What follows belongs to an exercise in optimizing a design on an open flow for small area, a short achievable clock period and few clock cycles; a production flow would make more cautious choices.
Only simulation tests tie the RTL to the original design; equivalence was not proved.
Power figures rest on the tool's default switching activity, not on a simulated workload.

### design/flow/flow/run.sh
#!/bin/bash
# The standard layout (the standard.sh: ORFS from synthesis to finish,
# with the design's constraints and clock period), with these changes in how
# the layout is made:
#  - the input and output ports get sky130_fd_sc_hd__buf_2 buffers instead of
#    the delay buffers buffer_ports picks on its own;
#  - clock tree sinks are clustered 20 to a buffer (at most 150 um across),
#    which needs fewer clock buffers than the default;
#  - 65% core utilization.
# Make's full output is kept in flow_make.log; ORFS keeps each step's log
# under orfs/logs/.
set -euo pipefail
bash standard.sh SETUP_SLACK_MARGIN=6 CORE_UTILIZATION=65 MATCH_CELL_FOOTPRINT=0 \
  CTS_CLUSTER_SIZE=20 CTS_CLUSTER_DIAMETER=150 \
  "BUFFER_PORTS_ARGS=-buffer_cell sky130_fd_sc_hd__buf_2" finish > flow_make.log 2>&1
### design/flow/design.v
`default_nettype wire
module alu (
  input  [31:0] a,
  input  [31:0] b,
  input         sub,       
  input         sgn,       
  input         sra,       
  input   [6:0] sel,       
  output [31:0] res,
  output [31:0] sum,
  output        eq,
  output        lt
);
  wire [31:0] bx = sub ? ~b : b;
  wire        sum_c;
  add32 adder (.a(a), .b(bx), .cin(sub), .sum(sum), .cout(sum_c));
  assign eq = (a == b);
  wire [31:0] cmp_sum;
  wire        cmp_c;
  add32 cmp (.a({a[31] ^ sgn, a[30:0]}), .b(~{b[31] ^ sgn, b[30:0]}), .cin(1'b1),
             .sum(cmp_sum), .cout(cmp_c));
  assign lt = ~cmp_c;
  wire  [4:0] sh = b[4:0];
  wire [31:0] sl = a << sh;
  wire signed [32:0] a_ext = {sra & a[31], a};
  wire signed [32:0] sr_ext = a_ext >>> sh;
  wire [31:0] sr = sr_ext[31:0];
  assign res = ({32{sel[0]}} & sum)
             | ({32{sel[1]}} & sl)
             | {31'b0, sel[2] & lt}
             | ({32{sel[3]}} & (a ^ b))
             | ({32{sel[4]}} & sr)
             | ({32{sel[5]}} & (a | b))
             | ({32{sel[6]}} & (a & b));
endmodule
`default_nettype wire
`default_nettype wire
module reg_file (
  input         clk,
  input   [4:0] raddr0,
  input   [4:0] raddr1,
  input   [4:0] waddr,
  input  [31:0] wdata,
  input         we,
  output [31:0] rdata0,
  output [31:0] rdata1
);
  reg [31:0] x [1:31];
  integer i;
  always @(posedge clk) begin
    for (i = 1; i < 32; i = i + 1)
      if (we && waddr == i) x[i] <= wdata;
  end
  reg [31:0] r0, r1;
  always @(*) begin
    r0 = 32'b0;
    r1 = 32'b0;
    for (i = 1; i < 32; i = i + 1) begin
      r0 = r0 | ({32{raddr0 == i}} & x[i]);
      r1 = r1 | ({32{raddr1 == i}} & x[i]);
    end
  end
  wire byp0 = we && waddr == raddr0;
  wire byp1 = we && waddr == raddr1;
  assign rdata0 = byp0 ? wdata : r0;
  assign rdata1 = byp1 ? wdata : r1;
endmodule
`default_nettype wire
`default_nettype wire
module add32 (
  input  [31:0] a,
  input  [31:0] b,
  input         cin,
  output [31:0] sum,
  output        cout
);
  wire [31:0] p = a ^ b;
  wire [31:0] g0 = a & b;
  wire [31:0] gl [0:5];
  wire [31:0] pl [0:5];
  assign gl[0] = {g0[31:1], g0[0] | (p[0] & cin)};
  assign pl[0] = p;
  genvar l, i;
  generate
    for (l = 0; l < 5; l = l + 1) begin : lev
      for (i = 0; i < 32; i = i + 1) begin : bitl
        if (i >= (1 << l)) begin : comb
          assign gl[l+1][i] = gl[l][i] | (pl[l][i] & gl[l][i - (1 << l)]);
          assign pl[l+1][i] = pl[l][i] & pl[l][i - (1 << l)];
        end else begin : pass
          assign gl[l+1][i] = gl[l][i];
          assign pl[l+1][i] = pl[l][i];
        end
      end
    end
  endgenerate
  assign sum  = p ^ {gl[5][30:0], cin};
  assign cout = gl[5][31];
endmodule
`default_nettype wire
module add_sext #(
  parameter LOW = 11
)(
  input      [31:0] a,
  input  [LOW-1:0] b,
  output     [31:0] sum
);
  wire    [LOW:0] lo   = {1'b0, a[LOW-1:0]} + {1'b0, b};
  wire            c    = lo[LOW];
  wire            s    = b[LOW-1];
  wire [31-LOW:0] hi   = a[31:LOW];
  wire [31-LOW:0] hi_p = hi + 1'b1;
  wire [31-LOW:0] hi_m = hi - 1'b1;
  assign sum = {(c & ~s) ? hi_p : (~c & s) ? hi_m : hi, lo[LOW-1:0]};
endmodule
`default_nettype wire
module cpu (
  input clk,
  input reset,
  output [31:0] imem_addr,
  input  [31:0] imem_rdata,
  output [31:0] dmem_addr,
  output [31:0] dmem_wdata,
  output        dmem_we,
  input  [31:0] dmem_rdata,
  output        wb_we,
  output  [4:0] wb_rd,
  output [31:0] wb_data
);
  reg  [31:0] pc;
  reg         r_valid;       
  reg         r_nvalid;      
  reg  [31:0] e_a;           
  reg  [31:0] e_rs2;         
  reg  [31:0] e_alt;         
  reg  [11:0] e_imm;         
  reg   [4:0] e_rd;
  reg         e_sub, e_sgn, e_sra;
  reg   [6:0] e_sel;         
  reg         e_use_eq;      
  reg         e_inv;         
  reg         e_we, e_load, e_store, e_br, e_jalr, e_link;
  reg   [1:0] e_fa;          
  reg   [2:0] e_fb;          
  reg   [2:0] e_fc;          
  reg         e_fld;         
  reg  [31:0] m_res, m_sdata;
  reg   [4:0] m_rd;
  reg         m_we, m_load, m_store;
  reg  [31:0] w_data;
  reg   [4:0] w_rd;
  reg         w_we;
  wire [31:0] imm = {{20{e_imm[11]}}, e_imm};
  wire [31:0] a = ({32{e_fa[1]}} & m_res) | ({32{e_fa[0]}} & e_a);
  wire [31:0] b = ({32{e_fb[2]}} & imm) | ({32{e_fb[1]}} & m_res) | ({32{e_fb[0]}} & e_rs2);
  wire [31:0] c = ({32{e_fc[2]}} & m_res) | ({32{e_fc[1]}} & e_rs2) | ({32{e_fc[0]}} & e_alt);
  wire [31:0] alu_res, sum;
  wire        eq, lt;
  alu alu (
    .a  (a      ),
    .b  (b      ),
    .sub(e_sub  ),
    .sgn(e_sgn  ),
    .sra(e_sra  ),
    .sel(e_sel  ),
    .res(alu_res),
    .sum(sum    ),
    .eq (eq     ),
    .lt (lt     )
  );
  wire        e_cond     = e_use_eq ? eq : lt;
  wire        e_redirect = r_nvalid & (e_jalr | (e_br & (e_cond ^ e_inv)));
  wire [31:0] fa = r_nvalid ? pc : m_sdata;
  assign imem_addr = r_valid ? m_sdata : pc;
  wire [31:0] ins = imem_rdata;
  wire        f_jal = ins[3];
  wire        f_br  = ins[6] & ~ins[2];
  wire [10:0] off_b = {ins[31], ins[7], ins[30:25], ins[11:9]};
  wire [18:0] off_j = {ins[31], ins[19:12], ins[20], ins[30:22]};
  wire [31:0] f_tb, f_tj;
  add_sext #(.LOW(11)) add_tb (.a(fa), .b(off_b), .sum(f_tb));
  add_sext #(.LOW(19)) add_tj (.a(fa), .b(off_j), .sum(f_tj));
  wire [31:0] f_pc1  = fa + 32'd1;
  wire [31:0] f_next = f_jal ? f_tj : (f_br & ins[31]) ? f_tb : f_pc1;
  wire  [6:0] op  = ins[6:0];
  wire  [2:0] f3  = ins[14:12];
  wire  [4:0] rs1 = ins[19:15];
  wire  [4:0] rs2 = ins[24:20];
  wire  [4:0] rd  = ins[11:7];
  wire is_r    = op[6:2] == 5'b01100;
  wire is_i    = op[6:2] == 5'b00100;
  wire is_load = op[6:2] == 5'b00000;
  wire is_st   = op[6:2] == 5'b01000;
  wire is_br   = op[6:2] == 5'b11000;
  wire is_jal  = op[6:2] == 5'b11011;
  wire is_jalr = op[6:2] == 5'b11001;
  wire use1 = ~is_jal;
  wire use2 = is_r | is_br;
  wire wr   = (is_r | is_i | is_load | is_jal | is_jalr) && rd != 5'd0;
  wire [31:0] rf0, rf1;
  wire [31:0] m_wdata = m_load ? dmem_rdata : m_res;
  reg_file rf (
    .clk   (clk    ),
    .raddr0(rs1    ),
    .raddr1(rs2    ),
    .waddr (m_rd   ),
    .wdata (m_wdata),
    .we    (m_we   ),
    .rdata0(rf0    ),
    .rdata1(rf1    )
  );
  wire e_ok_we   = e_we & r_nvalid;
  wire e_ok_load = e_load & r_nvalid;
  wire stall = e_ok_load && ((use1 && rs1 == e_rd) || (use2 && rs2 == e_rd));
  wire fa_m = e_ok_we && rs1 == e_rd;
  wire fb_m = e_ok_we && rs2 == e_rd;
  always @(posedge clk or posedge reset) begin
    if (reset) begin
      pc       <= 32'd0;
      r_valid  <= 1'b0;
      r_nvalid <= 1'b1;
    end else begin
      r_valid  <= e_redirect;
      r_nvalid <= ~e_redirect;
      if (!stall) pc <= f_next;
    end
  end
  always @(posedge clk or posedge reset) begin
    if (reset) begin
      e_we    <= 1'b0;
      e_load  <= 1'b0;
      e_store <= 1'b0;
      e_br    <= 1'b0;
      e_jalr  <= 1'b0;
    end else begin
      e_we    <= ~stall & wr;
      e_load  <= ~stall & is_load & (rd != 5'd0);
      e_store <= ~stall & is_st;
      e_br    <= ~stall & is_br;
      e_jalr  <= ~stall & is_jalr;
    end
  end
  always @(posedge clk) begin
    e_a      <= rf0;
    e_rs2    <= rf1;
    e_alt    <= (f_br & ~ins[31]) ? f_tb : f_pc1;
    e_imm    <= is_st ? {ins[31:25], ins[11:7]} : ins[31:20];
    e_rd     <= rd;
    e_sub    <= is_r & ins[30] & f3 == 3'b000;
    e_sgn    <= is_br ? ~f3[1] : ~f3[0];
    e_sra    <= ins[30];
    e_sel    <= (is_r | is_i) ? {f3 == 3'b111, f3 == 3'b110, f3 == 3'b101, f3 == 3'b100,
                                 f3[2:1] == 2'b01, f3 == 3'b001, f3 == 3'b000}
                              : {6'b0, ~(is_jal | is_jalr)};
    e_use_eq <= ~f3[2];
    e_inv    <= f3[0] ^ ins[31];
    e_link   <= is_jal | is_jalr;
    e_fa     <= {fa_m, ~fa_m};
    e_fb     <= (is_r | is_br) ? {1'b0, fb_m, ~fb_m} : 3'b100;
    e_fc     <= ~is_st ? 3'b001 : {fb_m & ~e_ok_load, ~(fb_m & ~e_ok_load), 1'b0};
    e_fld    <= is_st & e_ok_load & rs2 == e_rd;
  end
  always @(posedge clk or posedge reset) begin
    if (reset) begin
      m_we    <= 1'b0;
      m_load  <= 1'b0;
      m_store <= 1'b0;
    end else begin
      m_we    <= e_we & r_nvalid;
      m_load  <= e_load & r_nvalid;
      m_store <= e_store & r_nvalid;
    end
  end
  always @(posedge clk) begin
    m_res   <= e_link ? e_alt : alu_res;
    m_sdata <= e_fld ? dmem_rdata : e_jalr ? sum : c;
    m_rd    <= e_rd;
  end
  assign dmem_addr  = m_res;
  assign dmem_wdata = m_sdata;
  assign dmem_we    = m_store;
  always @(posedge clk or posedge reset) begin
    if (reset) w_we <= 1'b0;
    else       w_we <= m_we;
  end
  always @(posedge clk) begin
    w_data <= m_wdata;
    w_rd   <= m_rd;
  end
  assign wb_we   = w_we;
  assign wb_rd   = w_rd;
  assign wb_data = w_data;
endmodule
`default_nettype wire
### design/flow/standard.sh
#!/bin/bash
# synth_recipe.tcl (not shown) runs the flow's synth.tcl, then flattens the netlist and writes it again
# the make line also repeats each setting of config.mk as NAME=value (left out here)
make -C /OpenROAD-flow-scripts/flow DESIGN_CONFIG=/design/flow/config.mk WORK_HOME=/design/flow/orfs CLKGATE_MAP_FILE= SYNTH_SCRIPT=/design/flow/synth_recipe.tcl "${@:-finish}"
### design/flow/config.mk
export PLATFORM = sky130hd
export DESIGN_NAME = cpu
export DESIGN_NICKNAME = cpu
export VERILOG_FILES = /design/flow/design.v
export SDC_FILE = /design/flow/constraint.sdc
export NUM_CORES = 4
export LEC_CHECK = 0
export CAP_MARGIN = 20
export CORE_MARGIN = 2
export CORE_UTILIZATION = 65
export CTS_CLUSTER_DIAMETER = 150
export CTS_CLUSTER_SIZE = 20
export SETUP_SLACK_MARGIN = 5
export SLEW_MARGIN = 20
### design/flow/constraint.sdc
create_clock -name core_clock -period 10.0 [get_ports {clk}]
set_input_delay 2.0000 -clock core_clock [delete_from_list [all_inputs] [get_ports {clk}]]
set_output_delay 2.0000 -clock core_clock [all_outputs]
set_load 0.01 [all_outputs]
==> results of run 1 <==
## cell type report
type                       instances  share of cell area [%]
antenna                           22                 0.07905
multi-input combinational       3342                   37.77
tap                             1265                   2.273
timing repair inverter             1                 0.01617
sequential                      1275                   51.25
clock buffer                     128                   2.950
clock inverter                     6                  0.1491
inverter                         166                  0.9450
timing repair buffer             425                   4.562
## layout by cell type, fill, tap and decap left out, types with 53 or more instances in the layout
master and count:
o211ai_1 56, a221oi_1 476, inv_1 156, a21oi_1 180, dfxtp_1 231, nand2_1 282, nor2_4 93, xor2_1 53
nand3_1 65, edfxtp_1 992, mux2_2 57, mux2i_1 174, nand4_1 145, nor2_1 165, o21ai_0 157, clkbuf_16 77
clkbuf_1 54, nor3_1 91, a22o_1 480, buf_4 157, a222oi_1 102, xnor2_1 91, ha_1 141, buf_2 194
## final timing paths
check / startpoint / endpoint / slack [ns] / depth (start not counted)
worst max register to register: e_fb[0]$_SDFF_PP0_ / m_sdata[24]$_DFF_P_ / 5.94 / 15
max in group asynchronous: reset / m_load$_DFF_PP0_ / 8.01 / 2
worst max-delay path: imem_rdata[20] / e_rs2[5]$_DFF_P_ / 5.67 / 8
min in group asynchronous: reset / m_load$_DFF_PP0_ / 1.45 / 2
worst min register to register: e_rd[2]$_DFF_P_ / m_rd[2]$_DFF_P_ / 0.39 / 0
worst min-delay path: e_rd[2]$_DFF_P_ / m_rd[2]$_DFF_P_ / 0.39 / 0
## metrics by stage
stage | instances | cell area [sq um] | hold slack (ns)
floorplan | 5162 | 62670 | 0.3290
global placement | 6390 | 65500 | 0.3789
detailed placement | 6390 | 65500 | 0.3815
CTS | 6572 | 68690 | 0.3886
global route | 6615 | 69600 | 0.4042
finish | 6630 | 69640 | 0.3889
## cells in the mapped netlist, drive strengths merged (103+ instances only)
library cell,number,area share [%]
a21oi,207,1.7
a221oi,495,7.0
a22o,484,6.8
clkbuf,322,1.9
dfxtp,240,7.7
edfxtp,992,48
ha,156,3.1
inv,162,0.97
mux2i,187,3.0
nand2,291,1.7
nand4,145,1.5
nor2,261,1.6
nor3,103,0.83
o21ai,183,1.5
## cell families (layout without fill, tap and decap cells)
kind of cell / Yosys count / in the layout / synth area share [%]
compound gates: 1762 / 1762 / 22.23
buf+inv: 545 / 726 / 3.372
mux: 245 / 245 / 4.069
xor+xnor: 149 / 149 / 2.090
fa+ha+maj: 159 / 159 / 3.221
simple gates: 1027 / 1027 / 7.901
other cells: 0 / 22 / 0
flops: 1275 / 1275 / 57.12
## registers in the layout, indices dropped and copies added (netlist names), 7 cells and up
name,cells
e_imm,12
rf.x,992
e_rs2,32
m_res,32
e_sel,7
m_sdata,32
e_a,32
w_data,32
e_alt,32
pc,32
## power by group through the flow
stage	logic (mW)	clock network, mW	registers [mW]
4_1_cts	3.92	3.17	7.14
3_5_place_dp	3.79	0	7.25
6_report	4.26	3.24	7.21
5_1_grt	4.46	3.36	7.19
2_1_floorplan	2.35	0	7.02
3_3_place_gp	3.74	0	7.25
## metal layers
layer	track usage, %	part of all wire, %	vias to the layer above	wire, um
li1	-	-	21170	-
met1	65.99	29	26760	86380
met2	77.76	38	7210	111900
met3	32.46	19	2656	57210
met4	48.47	13	46	37060
met5	3.095	0.31	-	898
## timing repair
item | CTS | global route
gates cloned | 2 | 3
setup buffers | 46 | 32
gates resized for setup | 153 | 125
setup endpoints to repair | 160 | 109
pin swaps | 36 | 35
hold buffers | 0 | 0
==> results by group, run 1 <==
Final layout
  – Nets: 5509
  – Area Overhead vs Synth: 11.51%
  – Final core utilization: 73.19%
  – Share of cells above drive strength 1: 15.95%
  – Multi-input logic area: 0.02631 sq mm
  – FF+latch area: 0.03569 sq mm
  – Fill cell count: 6534

GRT
  – Initial antenna violation count: 16
  – GRT Total Usage: 57.73%
  – Number of global-route vias before repair: 52840
  – First-pass GRT wire length: 397300 um
  – Grt ovf: 0
  – Pin count of the biggest net entering global routing: 69

Synthesis
  – Async set or reset register ratio after synthesis: 3.373%
  – Register area share after synthesis: 57.12%
  – Synth warn: 4
  – Avg Inst Size Synth: 12.10 sq um
  – Post-Synthesis Cell Area: 0.06245 sq mm
  – Synthesis-stage register bit count: 1275
  – Dominant synthesized flop cell: edfxtp_1
  – Cells after Synth: 5162
  – Net Count, Synth: 5387
  – Post-synth cell types: 86
  – Post-synth EDFFs: 992

Die
  – Number of I/O pins: 201
  – Initial Util: 65.64%
  – Core box area: 0.09515 sq mm
  – Die H: 314.0 um
  – Die ar.: 0.09858 sq mm
  – Placement Rows: 113
  – Width of the die: 314.0 um

Job
  – Maxcap violations: 0

Pwr
  – VDD IR max: 222.2 uV
  – Int Power: 9.455 mW
  – Sw Ratio: 35.71%
  – Leakage: 24.52 nW
  – Sequential Power Share: 49.0%
  – Clock share of power: 22.0%
  – Cell area power density: 211.2 mW/mm^2
  – Comb pwr share: 29.0%
  – Final Power: 14.71 mW
  – Switching power: 5.252 mW

Critical path
  – CP Max Fanout: 32
  – WP data arrival: 4.81 ns
  – CP max-delay cell: buf_4
  – Cell family with most CP delay: buffers and inverters
  – CP required: 10.48 ns
  – CP Buf/Inv Count: 2
  – Critical path cell sequence: buf_2 -> nand3_1 -> nor2_4 -> buf_4 -> a221oi_1 -> nand4_1 -> nor3_1 -> a21oi_1
  – Crit path kind: in2reg
  – CP Launch Type: input pin
  – CP endpoint kind: flop
  – Max stage delay on crit path: 0.80 ns

Drt
  – WL final: 293500 um
  – First-pass iteration count of the detailed router: 30
  – Via count: 57840
  – Vias per cell: 8.724
  – DRC: 0
  – ANT nets after route: 0
  – Drt wl/cell: 44.27 um
  – DRT iter0 DRCs: 15400

Timing
  – Normalized max-slew margin: 9.383%
  – Slew Viols, Final: 0
  – Final setup viols: 0
  – Clock period minus worst slack: 4.330 ns
  – RSZ-0062 raised after global routing: yes
  – Final Hold Fails: 0
  – Final setup TNS: 0 ns
  – Clock skew: 0.06269 ns
  – Least-Margin Pin Slew: 1.321 ns
  – Final worst slack: 5.670 ns
  – FMAX: 231.0 MHz
  – Final period utilization: 43.30%

Place
  – Routability congestion estimate: 1.029
  – DP Worst Slack: 4.611 ns
  – Port Buffers: 198
  – Hpwl dp: 166400 um

Worst hold path
  – Hold Path Class: reg2reg

CTS
  – Clk Latency, worst-skew pair: 0.72 ns
  – Root Buffer: clkbuf_16
  – Clk sinks: 1275
  – Cts bufs inserted: 73
  – CTS tree: yes
  – Max H-tree Level: 3
  – CTS clk-pin slew, worst paths: 0.09 ns
  – CTS max path bufs: 3

Run status
  – Outcome: finished clean
Testbench counts, summed over its fixed seeds: cycles 17,712.
==> run 2: changes to the inputs <==
--- a/design/flow/flow/run.sh
+++ b/design/flow/flow/run.sh
@@ -7,9 +7,9 @@
 #  - clock tree sinks are clustered 20 to a buffer (at most 150 um across),
 #    which needs fewer clock buffers than the default;
-#  - 65% core utilization.
+#  - 55% core utilization.
 # Make's full output is kept in flow_make.log; ORFS keeps each step's log
 # under orfs/logs/.
 set -euo pipefail
-bash standard.sh SETUP_SLACK_MARGIN=6 CORE_UTILIZATION=65 MATCH_CELL_FOOTPRINT=0 \
+bash standard.sh SETUP_SLACK_MARGIN=6 CORE_UTILIZATION=55 MATCH_CELL_FOOTPRINT=0 \
   CTS_CLUSTER_SIZE=20 CTS_CLUSTER_DIAMETER=150 \
   "BUFFER_PORTS_ARGS=-buffer_cell sky130_fd_sc_hd__buf_2" finish > flow_make.log 2>&1
--- a/design/flow/config.mk
+++ b/design/flow/config.mk
@@ -8,5 +8,5 @@
 export CAP_MARGIN = 20
 export CORE_MARGIN = 2
-export CORE_UTILIZATION = 65
+export CORE_UTILIZATION = 55
 export CTS_CLUSTER_DIAMETER = 150
 export CTS_CLUSTER_SIZE = 20
==> run 2 against run 1 <==
Against the previous run: still clean; clock power about the same; design area is 1.4% higher; synthesized area did not move; setup slack better by 0.14 ns; sequential power hardly changed; first-iteration DRC count decreased by 17%; critical endpoint is now e_a[27]$_DFF_P_; highest routed layer unchanged.
==> results by group, run 2 <==
Final layout
  – FF+latch area: 0.03570 sq mm
  – Max reg flops: 992
  – Multi-input logic area: 0.02650 sq mm
  – Most common cell after layout, fill and taps aside: edfxtp_1
  – Nets: 5575
  – Cell Count, Final, Fillers Out: 6909
  – Share of cells above drive strength 1: 17.44%
  – Largest Register: rf.x
  – Most frequent cells in the layout: 992 x edfxtp_1, 479 x a22o_1, 475 x a221oi_1, 283 x nand2_1, 230 x dfxtp_1
  – Final instance area: 0.07062 sq mm
  – Fill cell count: 8938
  – Area Overhead vs Synth: 13.08%

GRT
  – Initial antenna violation count: 14
  – Number of global-route vias before repair: 51860
  – Pin count of the biggest net entering global routing: 72
  – Grt ovf: 0
  – First-pass GRT wire length: 419000 um
  – GRT Total Usage: 52.19%

Timing
  – FMAX: 238.7 MHz
  – Least-Margin Pin Slew: 1.260 ns
  – Slew Viols, Final: 0
  – Final period utilization: 41.89%
  – Final setup viols: 0
  – Clock skew: 0.04319 ns
  – Clock period minus worst slack: 4.189 ns
  – Final setup TNS: 0 ns
  – Hold_ws: 0.4021 ns
  – Normalized max-slew margin: 13.58%
  – RSZ-0062 raised after global routing: yes
  – Final Hold Fails: 0

Drt
  – DRT iter0 DRCs: 12780
  – ANT nets after route: 0
  – DRC: 0
  – First-pass iteration count of the detailed router: 14
  – WL final: 314800 um
  – Drt wl/cell: 45.57 um
  – Vias per cell: 8.238
  – Via count: 56920

Critical path
  – CP required: 10.55 ns
  – CP endpoint kind: flop
  – WP data arrival: 4.74 ns
  – Crit path kind: in2reg
  – CP Max Fanout: 32
  – CP Launch Type: input pin

CTS
  – Clk sinks: 1275
  – CTS max path bufs: 3
  – CTS tree: yes
  – Hold_buf cts: 0
  – Root Buffer: clkbuf_16
  – Max H-tree Level: 3
  – Cts bufs inserted: 74
  – CTS clk-pin slew, worst paths: 0.10 ns
  – Clk Latency, worst-skew pair: 0.74 ns

Place
  – DP Cell Count: 6636
  – Hpwl dp: 177400 um
  – Routability congestion estimate: 1.033
  – Dpl cell area: 0.06588 sq mm
  – Port Buffers: 198

Synthesis
  – Post-Synthesis Cell Area: 0.06245 sq mm
  – Top cells by count, synth: 992 x edfxtp_1, 492 x a221oi_1, 484 x a22o_1
  – Synthesis-stage register bit count: 1275
  – Post-synth cell types: 86
  – Top cells by area, synth: edfxtp_1 48%, dfxtp_1 7.7%, a221oi_1 6.9%
  – Synth warn: 4
  – Register area share after synthesis: 57.12%
  – Post-synth EDFFs: 992
  – Dominant synthesized flop cell: edfxtp_1
  – Net Count, Synth: 5387
  – Yosys top cell area share: 47.70%
  – Avg Inst Size Synth: 12.10 sq um
  – Async set or reset register ratio after synthesis: 3.373%
  – Cells after Synth: 5162
  – Dominant cell by count in the synthesized netlist: edfxtp_1
  – Yosys top cell by area: edfxtp_1

Die
  – Placement Rows: 123
  – Initial Util: 55.51%
  – Width of the die: 341.0 um
  – Die H: 341.0 um
  – Number of I/O pins: 201
  – Die ar.: 0.1163 sq mm
  – Core box area: 0.1125 sq mm

Pwr
  – Leakage: 24.90 nW
  – Cell area power density: 208.9 mW/mm^2
  – VDD IR max: 194.7 uV
  – Final Power: 14.75 mW

Run status
  – Outcome: finished clean

Worst hold path
  – Hold Path Class: reg2reg

Job
  – Maxcap violations: 0
-- run 2: cell count changes in the layout (fill, tap and decap cells not counted), moves of 4 or more --
| cell | delta |
|---|---|
| diode_2 | -14 |
| nor3_4 | +5 |
| mux2i_2 | -4 |
| buf_6 | -15 |
| nor3_2 | +11 |
| buf_8 | +4 |
| buf_4 | +69 |
| clkbuf_16 | +7 |
| clkbuf_1 | -9 |
| nor3_1 | -16 |
| o21ai_2 | +4 |
-- run 2: path summary, 6_finish.rpt --
kind | startpoint | end | slack [ns] | cells past startpoint
max | imem_rdata[18] | e_a[27]$_DFF_P_ | 5.81 | 9
min | e_rd[2]$_DFF_P_ | m_rd[2]$_DFF_P_ | 0.40 | 0
min in group asynchronous | reset | pc[14]$_DFFE_PP0N_ | 1.44 | 3
min reg2reg | e_rd[2]$_DFF_P_ | m_rd[2]$_DFF_P_ | 0.40 | 0
max reg2reg | e_fb[0]$_SDFF_PP0_ | m_sdata[30]$_DFF_P_ | 5.87 | 17
max in group asynchronous | reset | m_load$_DFF_PP0_ | 8.07 | 3
-- run 2: what timing repair did --
item | 4_1_cts | 5_1_grt
gates resized for setup | 209 | 107
endpoints found under the setup margin | 175 | 128
hold endpoints to repair | 0 | 0
buffers inserted | 81 | 44
pin swaps | 50 | 49
cloned | 9 | 3
-- run 2: final cells by class --
| class | count | area share (%) |
|---|---|---|
| Multi-Input combinational cell | 3343 | 37.52 |
| Antenna cell | 8 | 0.02835 |
| Inverter | 166 | 0.9053 |
| Clock inverter | 8 | 0.1506 |
| Tap cell | 1500 | 2.658 |
| Timing Repair Buffer | 490 | 5.334 |
| Sequential cell | 1275 | 50.54 |
| Clock buffer | 119 | 2.861 |
-- run 2: logic make-up after synthesis --
family,Yosys count,synth area share (%)
XOR/XNOR,149,2.090
AND/OR/NAND/NOR,1027,7.901
buffers and inverters,545,3.372
AO/OA/AOI/OAI,1762,22.23
multiplexers,245,4.069
adder cells (fa/ha/maj),159,3.221
flip-flops,1275,57.12
-- run 2: worst max-delay path, stage by stage --
cell and delay, ns:
clkbuf_4 0.22, or3_1 0.55, nor2_4 0.14, buf_4 0.75, a22o_1 0.26, a221oi_1 0.05, nand4_1 0.16, nor3_1 0.07
a21oi_1 0.44
-- run 2: through the flow --
stage | util (%) | setup slack (ns)
2_1_floorplan | - | 5.955
3_3_place_gp | 58.55 | 4.625
3_5_place_dp | 58.56 | 4.614
4_1_cts | 61.98 | 5.971
5_1_grt | 62.76 | 5.913
6_report | 62.78 | 5.811
-- run 2: where the power goes --
part | total [mW] | internal, mW | switching [mW]
clock network | 3.24 | 1.41 | 1.82
logic | 4.31 | 1.41 | 2.90
registers | 7.21 | 6.62 | 0.589
-- run 2: routing by layer --
metal,routed length [um],track usage [%],vias up
met1,98980,61.09,27200
met3,54900,24.52,2107
li1,-,-,21310
met4,34340,41.27,31
met5,775,3.105,-
met2,125800,73.27,6270
==> run 3: changes to the inputs <==
--- a/design/flow/design.v
+++ b/design/flow/design.v
@@ -274,5 +274,5 @@
   always @(posedge clk) begin
     m_res   <= e_link ? e_alt : alu_res;
-    m_sdata <= e_fld ? dmem_rdata : e_jalr ? sum : c;
+    m_sdata <= e_jalr ? sum : e_fld ? dmem_rdata : c;
     m_rd    <= e_rd;
   end
==> run 3 against run 2 <==
Against the previous run: setup slack lost 0.045 ns; largest cell class unchanged; critical path type unchanged; synthesized cell count fell by 0.43%; routed wire length fell by 0.44%; count of clock-buffer cells in the layout is 2 higher; still clean on timing, DRC and antenna; combinational power increased by 3%.
==> results by group, run 3 <==
Run status
  – Outcome: finished clean

Synthesis
  – Cells after Synth: 5140
  – Post-synth EDFFs: 992
  – Synth warn: 4
  – Top cells by area, synth: edfxtp_1 47%, dfxtp_1 7.7%, a22o_1 6.8%
  – Dominant cell by count in the synthesized netlist: edfxtp_1
  – Async set or reset register ratio after synthesis: 3.373%
  – Register area share after synthesis: 56.86%
  – Avg Inst Size Synth: 12.20 sq um
  – Net Count, Synth: 5365
  – Dominant synthesized flop cell: edfxtp_1
  – Yosys top cell area share: 47.48%
  – Post-synth cell types: 96
  – Post-Synthesis Cell Area: 0.06273 sq mm
  – Top cells by count, synth: 992 x edfxtp_1, 488 x a22o_1, 484 x a221oi_1
  – Synthesis-stage register bit count: 1275
  – Yosys top cell by area: edfxtp_1

Final layout
  – Share of cells above drive strength 1: 17.94%
  – Area Overhead vs Synth: 13.32%
  – Final core utilization: 63.02%
  – Most common cell after layout, fill and taps aside: edfxtp_1
  – Max reg flops: 992
  – Most frequent cells in the layout: 992 x edfxtp_1, 479 x a22o_1, 465 x a221oi_1, 245 x nand2_1, 234 x dfxtp_1
  – Multi-input logic area: 0.02687 sq mm
  – Final instance area: 0.07109 sq mm
  – Fill cell count: 8944
  – Cell Count, Final, Fillers Out: 6892
  – Nets: 5558
  – Largest Register: rf.x
  – FF+latch area: 0.03569 sq mm

Critical path
  – CP Max Fanout: 32
  – Crit path launch: imem_rdata[20]
  – Cell family with most CP delay: buffers and inverters
  – CP Buf/Inv Count: 2
  – Crit path kind: in2reg
  – WP data arrival: 4.75 ns
  – Launching point of the worst reg2reg path: e_fb[1]$_SDFF_PP0_
  – Max stage delay on crit path: 0.80 ns
  – CP required: 10.51 ns
  – CP endpoint kind: flop
  – Critical path cell sequence: buf_2 -> nand3b_1 -> nor2_4 -> buf_4 -> a22o_1 -> a221oi_1 -> nand4_1 -> nor3_1 -> a21oi_2
  – CP max-delay cell: buf_4
  – CP Launch Type: input pin

Job
  – Maxcap violations: 0

CTS
  – Max H-tree Level: 3
  – Cts bufs inserted: 73
  – Clk Latency, worst-skew pair: 0.72 ns
  – CTS max path bufs: 3
  – Root Buffer: clkbuf_16
  – CTS tree: yes
  – Clk sinks: 1275
  – Hold_buf cts: 0
  – CTS clk-pin slew, worst paths: 0.10 ns

Drt
  – ANT nets after route: 0
  – DRC: 0
  – Vias per cell: 8.256
  – WL final: 313400 um
  – First-pass iteration count of the detailed router: 15
  – DRT iter0 DRCs: 12820
  – Via count: 56900
  – Drt wl/cell: 45.48 um

Die
  – Die ar.: 0.1168 sq mm
  – Placement Rows: 123
  – Width of the die: 341.7 um
  – Core box area: 0.1128 sq mm
  – Initial Util: 55.61%
  – Number of I/O pins: 201
  – Die H: 341.7 um

Place
  – Hpwl dp: 179300 um
  – DP Worst Slack: 4.525 ns
  – Port Buffers: 198
  – Routability congestion estimate: 1.009
  – Dpl cell area: 0.06624 sq mm
  – DP Cell Count: 6621

Timing
  – Final worst slack: 5.766 ns
  – Hold_ws: 0.3996 ns
  – FMAX: 236.2 MHz
  – Least-Margin Pin Slew: 1.308 ns
  – Clock period minus worst slack: 4.234 ns
  – Final setup TNS: 0 ns
  – Final setup viols: 0
  – Final period utilization: 42.34%
  – Slew Viols, Final: 0
  – Final Hold Fails: 0
  – Normalized max-slew margin: 10.28%
  – Clock skew: 0.04994 ns
  – RSZ-0062 raised after global routing: yes

Pwr
  – Leakage: 25.07 nW
  – Cell area power density: 209.4 mW/mm^2
  – VDD IR max: 177.9 uV
  – Final Power: 14.89 mW

GRT
  – Pin count of the biggest net entering global routing: 72
  – Initial antenna violation count: 12
  – Grt ovf: 0
  – GRT Total Usage: 51.87%
  – Number of global-route vias before repair: 52080
  – First-pass GRT wire length: 419000 um

Worst hold path
  – Hold Path Class: reg2reg
  – HP Start: e_rd[4]$_DFF_P_
-- run 3: layer usage --
layer | track usage (%) | wire (um) | vias up
li1 | - | - | 21370
met4 | 40.84 | 33080 | 22
met3 | 22.66 | 52910 | 1925
met1 | 61.77 | 100800 | 27440
met2 | 73.14 | 126400 | 6140
met5 | 1.552 | 277 | -
-- run 3: worst paths after layout --
path | slack [ns] | cells after the start | to
max | 5.77 | 9 | e_rs2[21]$_DFF_P_
min | 0.40 | 0 | m_rd[4]$_DFF_P_
max reg2reg | 5.96 | 11 | m_res[31]$_DFF_P_
min reg2reg | 0.40 | 0 | m_rd[4]$_DFF_P_
max in group asynchronous | 8.06 | 3 | m_load$_DFF_PP0_
min in group asynchronous | 1.44 | 3 | pc[11]$_DFFE_PP0N_
-- run 3: cell families after synthesis --
logic type	count (synthesis)	share of synthesized area, %
muxes	248	4.107
AOI/OAI and AO/OA	1789	22.77
buffers and inverters	548	3.397
DFF	1275	56.86
and+or+nand+nor	974	7.609
adders and majority gates	159	3.207
xor gates and xnor gates	147	2.052
-- run 3: area by class of cell --
cell class                 count  area share (%)
clock inverter                 5          0.1478
antenna                        8         0.02816
multi-input combinational   3319           37.80
tap                         1500           2.640
timing repair inverter         1        0.007040
timing repair buffer         493           5.384
clock buffer                 121           2.883
sequential                  1275           50.20
inverter                     170          0.9064
-- run 3: timing repair --
| item | CTS | global route |
|---|---|---|
| buffers inserted | 70 | 57 |
| cloned | 6 | 4 |
| endpoints found under the setup margin | 186 | 110 |
| resized for setup | 191 | 147 |
| hold endpoints to repair | 0 | 0 |
| pin swaps | 48 | 55 |
-- run 3: power breakdown --
part	switching, mW	internal, mW
sequential	0.583	6.61
combinational	2.93	1.51
clock	1.81	1.45
total	5.32	9.56
-- run 3: worst register-to-register path, stage by stage, from the launching register on --
cell and delay (ns):
dfxtp_4 0.39, buf_12 0.17, a222oi_1 0.34, buf_4 0.26, buf_8 0.49, mux2i_1 0.43
mux2_2 0.24, mux2i_1 0.24, mux2_2 0.41, a221oi_2 0.61, and4_1 0.32, nor3_2 0.05
Testbench counts of run 3, summed over its fixed seeds: cycles 17,712.

separate check: timing with driven ports:
No port has a modelled driver above. Below, the same layouts with a new extraction and two added sets of constraints. Step 1: set_driving_cell puts a clkbuf_16 on clk and a buf_2 on each other input, an assumption about the parent block. Step 2 adds t to the input delays and takes it off the output delays; t is the mean of the earliest and latest rising clock arrival at the registers after step 1. Input paths then give back, and output paths get back, about the clock's delay inside the block. Three values: ideal, step 1, step 2; two values: the first two.
| run | t, ns | setup slack, ns | latest minus earliest clock arrival (ns) |
|---|---|---|---|
| run 1 | 0.758 | 5.670 / 5.718 / 4.960 | 0.063 / 0.063 |
| run 2 | 0.788 | 5.811 / 5.863 / 5.075 | 0.044 / 0.045 |
| run 3 | 0.772 | 5.766 / 5.815 / 5.043 | 0.051 / 0.050 |
After both steps setup and hold are still met in every run listed. For run 2, which loses most, drivers alone change the setup slack by +0.052 ns; drivers and shift together by -0.736 ns.
